This is an optimization exercise on Yosys and OpenROAD, whose aim is small area, not a production implementation.
In this exercise RTL edits were held to simulation tests only and were not proved equivalent to the original.
Power is estimated from default activity; no workload was simulated.

==> flow/design.v <==
`timescale 1ns/1ps
module mtm_Alu (
    input  wire clk,    
    input  wire rst_n,  
    input  wire sin,    
    output wire sout    
);
localparam [1:0] RX = 2'd0, CP = 2'd1, TX = 2'd2;
reg  [1:0]  ph;
reg  [3:0]  bc;
reg  [3:0]  fc;
reg  [64:0] q;       
reg         p;       
reg         ls, rs;  
reg         up;      
reg         sd;      
reg         dly;     
reg         t;       
reg  [3:0]  crc;     
reg         op2, op0;
reg         cf;      
reg         ov, z;
wire rx = (ph == RX);
wire cp = (ph == CP);
wire tx = !rx && !cp;
wire pay   = !bc[3];                 
wire b7    = (bc == 4'd7);
wire b8    = (bc == 4'd8);
wire full  = !fc[3] && fc[2] && fc[1];  
wire tend  = tx && b8 && fc[2] && fc[0];
wire a   = q[0] ^ p;
wire b   = q[32] ^ p;
wire c   = op2 ? (a ^ b ^ cf) : (op0 ? (a | b) : (a & b));
wire cfn = op2 & (((a ^ op0) & b) | (((a ^ op0) | b) & cf));
wire step = cp && rs && !up;    
reg  tbit;
always @* begin
    case ({fc[3], fc[1]})
        2'b10:   tbit = (bc[2:0] == 3'd0) ? 1'b0 : (bc[2:0] == 3'd4) ? (q[63] ^ p) :
                        bc[2] ? crc[2] : cf;    
        2'b00:   tbit = 8'b10010011 >> bc[2:0];    
        2'b01:   tbit = 8'b11001001 >> bc[2:0];    
        default: tbit = 8'b10100101 >> bc[2:0];    
    endcase
    if (!fc[2]) tbit = q[31] ^ p;
end
wire cd  = tx ? tbit : (sin | (t && bc == 4'd0));
wire cfb = cd ^ (tx ? crc[2] : crc[3]);
wire crc_ok = (crc[2:0] == 3'd0) && !cfb;
wire push = rx && !t && (pay || (b8 && dly));
wire txsh = tx && pay && !fc[2];
wire up_n = ls && !push && !txsh;
reg  [1:0] ph_n;
reg  [3:0] bc_n, fc_n;
always @* begin
    ph_n = ph;
    fc_n = fc;
    if (rx && b8)
        bc_n = sin ? bc : 4'd15;
    else if (tend || (cp && !step))
        bc_n = bc;
    else
        bc_n = bc + 4'd1;
    if (b7 && (tx || step || (rx && !t && !full)))
        fc_n = fc + 4'd1;
    if (rx && b7) begin
        if (!t && !full) begin
        end else if (t && full && !dly && crc_ok) begin
            ph_n = CP;
        end else begin
            ph_n = TX;
            if (!full) fc_n = 4'd4;
            else if (t && !dly) fc_n = 4'd14;
            else if (!t) fc_n = 4'd4;
        end
    end
    if (step && b7 && fc[0])
        ph_n = TX;
    if (tend) begin
        ph_n = RX;
        fc_n = 4'd14;
    end
    if (!rst_n) begin
        ph_n = RX;
        bc_n = 4'd8;
        fc_n = 4'd14;
    end
end
wire cp_n   = cp && !(step && b7 && fc[0]);
wire push_n = rx && !t && ((!bc[3] && !b7) || (b7 && dly && !full));
wire txsh_n = tx && !fc[2] && ((!bc[3] && !b7) || (bc == 4'd15));
wire ls_n   = push_n || txsh_n || (!cp_n && !up_n);
wire lo  = (dly ? sd : sin) ^ p;
wire hi  = 1'b0;
wire mid = step ? (c ^ p) : q[32];
integer i;
always @(posedge clk) begin
    sd  <= sin;
    p   <= !p;
    ls  <= ls_n;
    rs  <= !ls_n;
    ph  <= ph_n;
    bc  <= bc_n;
    fc  <= fc_n;
    up  <= up_n;
    q[0]  <= !((lo | rs) & (q[1] | ls));
    for (i = 1; i < 64; i = i + 1)
        if (i != 31) q[i] <= !((q[i-1] | rs) & (q[i+1] | ls));
    q[31] <= !((q[30] | rs) & (mid | ls));
    q[64] <= !((q[63] | rs) & (hi | ls));
    if (!cp && pay) crc <= {crc[2:0], 1'b0} ^ {2'b00, cfb, cfb};
    if (tend) crc <= 4'd0;
    if (rx) begin
        if (bc == 4'd15) t <= sin;
        if (b8) dly <= 1'b0;
        if (!t && bc == 4'd0) dly <= up;
        if (t && bc == 4'd2) dly <= sin;
        if (t && bc == 4'd1) op2 <= sin;
        if (t && bc == 4'd3) op0 <= sin;
        cf <= 1'b0;
        z  <= 1'b1;
    end
    if (tx && fc[3] && fc[2] && !fc[1] && pay && bc[2:0] != 3'd0) begin
        cf <= ov;
        ov <= z;
    end
    if (step) begin
        cf <= cfn;
        ov <= cf ^ cfn;
        z  <= z & !c;
    end
    if (!rst_n) begin
        p   <= 1'b0;
        ls  <= 1'b1;
        rs  <= 1'b0;
        up  <= 1'b0;
        crc <= 4'd0;
    end
end
assign sout = !tx || !((bc == 4'd14) || ((bc == 4'd15) && !fc[2]) || (pay && !tbit));
endmodule
clock: 8.0 ns
lec_check: 0
abc_area: 1
cap_margin: 20
core_margin: 2
core_utilization: 40
slew_margin: 20
run.sh (not shown) runs the stock make flow with config.mk's settings and CLKGATE_MAP_FILE= SYNTH_SCRIPT=/design/flow/synth_recipe.tcl, a recipe that flattens the netlist after the stock synthesis.
The starting point went through all stages and came out clean.
==> next run, changes <==
--- a/flow/design.v
+++ b/flow/design.v
@@ -20,5 +20,5 @@
 reg         op2, op0;
 reg         cf;      
-reg         ov, z;
+reg         ov, z, n;
 wire rx = (ph == RX);
 wire cp = (ph == CP);
@@ -27,5 +27,5 @@
 wire b7    = (bc == 4'd7);
 wire b8    = (bc == 4'd8);
-wire full  = !fc[3] && fc[2] && fc[1];  
+wire full  = (fc == 4'd6);           
 wire tend  = tx && b8 && fc[2] && fc[0];
 wire a   = q[0] ^ p;
@@ -33,10 +33,9 @@
 wire c   = op2 ? (a ^ b ^ cf) : (op0 ? (a | b) : (a & b));
 wire cfn = op2 & (((a ^ op0) & b) | (((a ^ op0) | b) & cf));
-wire step = cp && rs && !up;    
+wire step = cp && !up;
 reg  tbit;
 always @* begin
     case ({fc[3], fc[1]})
-        2'b10:   tbit = (bc[2:0] == 3'd0) ? 1'b0 : (bc[2:0] == 3'd4) ? (q[63] ^ p) :
-                        bc[2] ? crc[2] : cf;    
+        2'b10:   tbit = (bc[2:0] == 3'd0) ? 1'b0 : (bc[2] && bc[1:0] != 2'd0) ? crc[2] : cf;
         2'b00:   tbit = 8'b10010011 >> bc[2:0];    
         2'b01:   tbit = 8'b11001001 >> bc[2:0];    
@@ -87,5 +86,5 @@
     end
 end
-wire cp_n   = cp && !(step && b7 && fc[0]);
+wire cp_n   = (cp && !(step && b7 && fc[0])) || (rx && b7 && t && full && !dly && crc_ok);
 wire push_n = rx && !t && ((!bc[3] && !b7) || (b7 && dly && !full));
 wire txsh_n = tx && !fc[2] && ((!bc[3] && !b7) || (bc == 4'd15));
@@ -121,7 +120,8 @@
         z  <= 1'b1;
     end
-    if (tx && fc[3] && fc[2] && !fc[1] && pay && bc[2:0] != 3'd0) begin
+    if (tx && fc == 4'd12 && pay && bc[2:0] != 3'd0) begin
         cf <= ov;
         ov <= z;
+        z  <= n;
     end
     if (step) begin
@@ -129,4 +129,5 @@
         ov <= cf ^ cfn;
         z  <= z & !c;
+        n  <= c;
     end
     if (!rst_n) begin
What happened: Routed wire length fell by 0.88%; utilization rises by 0.37 points; non-clock buffer count does not change; combinational power decreases by 25%; count of clock-buffer cells in the layout went up by 1; worst setup slack is worse by 0.14 ns; first-iteration DRC count grows by 26%; sequential power falls by 3.7%; synthesized area goes up by 1.3%.


Starts from the design.v that is shown in full above.
Settings: LEC_CHECK=0, ABC_AREA=1, CAP_MARGIN=20, CORE_MARGIN=2, CORE_UTILIZATION=40, SLEW_MARGIN=20; clock period 8.0 ns.
standard.sh (not shown) runs the stock make flow with config.mk's settings and CLKGATE_MAP_FILE= SYNTH_SCRIPT=/design/flow/synth_recipe.tcl, a recipe that flattens the netlist after the stock synthesis.
==> flow/flow/run.sh <==
#!/bin/bash
# The standard layout (standard.sh, standard synthesis unchanged), with two changes:
# clock tree synthesis adds no dummy loads, and the port buffers are buf_1 cells.
# make's output goes to standard.log; each step's full log stays under orfs/logs.
set -euo pipefail
export CTS_ARGS="-sink_clustering_enable -repair_clock_nets -dont_use_dummy_load"
export BUFFER_PORTS_ARGS="-buffer_cell sky130_fd_sc_hd__buf_1"
bash standard.sh > standard.log 2>&1
==> next run, changes <==
==> flow/design.v (replaced) <==
`timescale 1ns/1ps
module mtm_Alu (
    input  wire clk,    
    input  wire rst_n,  
    input  wire sin,    
    output wire sout    
);
localparam [1:0] RX = 2'd0, CP = 2'd1, TX = 2'd2, TE = 2'd3;
reg  [1:0]  ph;
reg  [3:0]  bc;
reg  [3:0]  fc;
reg  [64:0] q;       
reg         p;       
reg         ls, rs;  
reg         up;      
reg         sd;      
reg         dly;     
reg         t;       
reg  [3:0]  crc;     
reg         op2, op0;
reg         cf;      
reg         ov;      
wire rx = (ph == RX);
wire cp = (ph == CP);
wire tx = (ph == TX);
wire te = (ph == TE);
wire pay   = !bc[3];                 
wire b7    = (bc == 4'd7);
wire b8    = (bc == 4'd8);
wire full  = !fc[3] && fc[2] && fc[1];  
wire tend  = tx && b8 && fc[2] && fc[0];
wire eend  = te && b8;
wire a   = q[0] ^ p;
wire b   = q[32] ^ p;
wire c   = op2 ? (a ^ b ^ cf) : (op0 ? (a | b) : (a & b));
wire cfn = op2 & (((a ^ op0) & b) | (((a ^ op0) | b) & cf));
wire step = cp && rs && !up;    
reg  tbit;
always @* begin
    if (te)
        case ({t && full, dly})
            2'b11:   tbit = 8'b11001001 >> bc[2:0];    
            2'b10:   tbit = 8'b10100101 >> bc[2:0];    
            default: tbit = 8'b10010011 >> bc[2:0];    
        endcase
    else if (fc[2])
        tbit = (bc[2:0] == 3'd0) ? 1'b0 : (bc[2:0] == 3'd4) ? (q[63] ^ p) :
               bc[2] ? crc[2] : cf;    
    else
        tbit = q[31] ^ p;
end
wire cd  = tx ? tbit : (sin | (t && bc == 4'd0));
wire cfb = cd ^ (tx ? crc[2] : crc[3]);
wire crc_ok = (crc[2:0] == 3'd0) && !cfb;
wire push = rx && !t && (pay || (b8 && dly));
wire txsh = tx && pay && !fc[2];
wire up_n = ls && !push && !txsh;
reg  [1:0] ph_n;
reg  [3:0] bc_n, fc_n;
always @* begin
    ph_n = ph;
    fc_n = fc;
    if (rx && b8)
        bc_n = sin ? bc : 4'd15;
    else if (tend || eend || (cp && !step))
        bc_n = bc;
    else
        bc_n = bc + 4'd1;
    if ((b7 && (tx || step || (rx && !t && !full))) || tend)
        fc_n = fc + 4'd1;
    if (rx && b7 && (t || full)) begin
        if (t && full && !dly && crc_ok) begin
            ph_n = CP;
        end else begin
            ph_n = TE;
            bc_n = 4'd9;
        end
    end
    if (step && b7 && fc[0])
        ph_n = TX;
    if (tend)
        ph_n = RX;
    if (eend) begin
        ph_n = RX;
        fc_n = 4'd14;
    end
    if (!rst_n) begin
        ph_n = RX;
        bc_n = 4'd8;
        fc_n = 4'd14;
    end
end
wire cp_n   = cp && !(step && b7 && fc[0]);
wire push_n = rx && !t && ((!bc[3] && !b7) || (b7 && dly && !full));
wire txsh_n = tx && !fc[2] && ((!bc[3] && !b7) || (bc == 4'd15));
wire ls_n   = push_n || txsh_n || (!cp_n && !up_n);
wire lo  = (dly ? sd : sin) ^ p;
wire hi  = 1'b0;
wire mid = step ? (c ^ p) : q[32];
integer i;
always @(posedge clk) begin
    sd  <= sin;
    p   <= !p;
    ls  <= ls_n;
    rs  <= !ls_n;
    ph  <= ph_n;
    bc  <= bc_n;
    fc  <= fc_n;
    up  <= up_n;
    q[0]  <= !((lo | rs) & (q[1] | ls));
    for (i = 1; i < 64; i = i + 1)
        if (i != 31) q[i] <= !((q[i-1] | rs) & (q[i+1] | ls));
    q[31] <= !((q[30] | rs) & (mid | ls));
    q[64] <= !((q[63] | rs) & (hi | ls));
    if (!cp && pay) crc <= {crc[2:0], 1'b0} ^ {2'b00, cfb, cfb};
    if (tend || eend) crc <= 4'd0;
    if (rx) begin
        if (bc == 4'd15) t <= sin;
        if (b8) dly <= 1'b0;
        if (!t && bc == 4'd0) dly <= up;
        if (t && bc == 4'd2) dly <= sin;
        if (t && bc == 4'd1) op2 <= sin;
        if (t && bc == 4'd3) op0 <= sin;
        cf <= 1'b0;
    end
    if (tx && fc[2] && pay && bc[2:0] != 3'd0) begin
        cf <= ov;
        ov <= t;
    end
    if (step) begin
        cf <= cfn;
        ov <= cf ^ cfn;
        t  <= t & !c;
    end
    if (!rst_n) begin
        p   <= 1'b0;
        ls  <= 1'b1;
        rs  <= 1'b0;
        up  <= 1'b0;
        crc <= 4'd0;
    end
end
assign sout = (rx || cp) || !((bc == 4'd14) || ((bc == 4'd15) && tx && !fc[2]) || (pay && !tbit));
endmodule
The changed run produced a clean layout.
Clock power decreases slightly.
Power drops by a few percent.
Cell count is lower slightly.
Global-route usage grows by 1.1 points.
Count of clock-buffer cells in the layout is unchanged.
Area after synthesis came out lower slightly.
Worst setup slack degrades by 130 ps.
Final area is lower slightly.
Via count rose by a few percent.
Routed wire length climbs by a few percent.

## afterwards: timing with drivers on the ports
Ports are ideal in the flow. The routed layouts listed here were re-timed in OpenROAD.
Step 1 (the two cells are an assumption about what drives the block):
set clk [get_ports {clk}]
set_driving_cell -lib_cell sky130_fd_sc_hd__clkbuf_16 $clk
set_driving_cell -lib_cell sky130_fd_sc_hd__buf_2 [delete_from_list [all_inputs] $clk]
Step 2 moves the port delays by t, midway between the first and last clock arrival at a register: inputs arrive t later, outputs are due t later. That takes back most of the time a late clock gives input paths.
Three values: ideal, step 1, step 2; two values: the first two.
run | t (ns) | slack for setup (ns) | hold WS [ns] | worst setup path after step 2 | worst data-port slew with drivers (ns)
the first run of note 1 | 0.379 | 4.065 / 4.035 / 4.414 | 0.413 / 0.413 / 0.413 | register to output | 0.03
the second run of note 1 | 0.374 | 3.922 / 3.888 / 4.262 | 0.425 / 0.425 / 0.425 | register to output | 0.03
the first run of note 2 | 0.368 | 4.501 / 4.471 / 4.839 | 0.412 / 0.412 / 0.412 | register to output | 0.03
the second run of note 2 | 0.373 | 4.369 / 4.334 / 4.707 | 0.396 / 0.396 / 0.396 | register to output | 0.04
After both steps setup and hold are still met in every run listed.
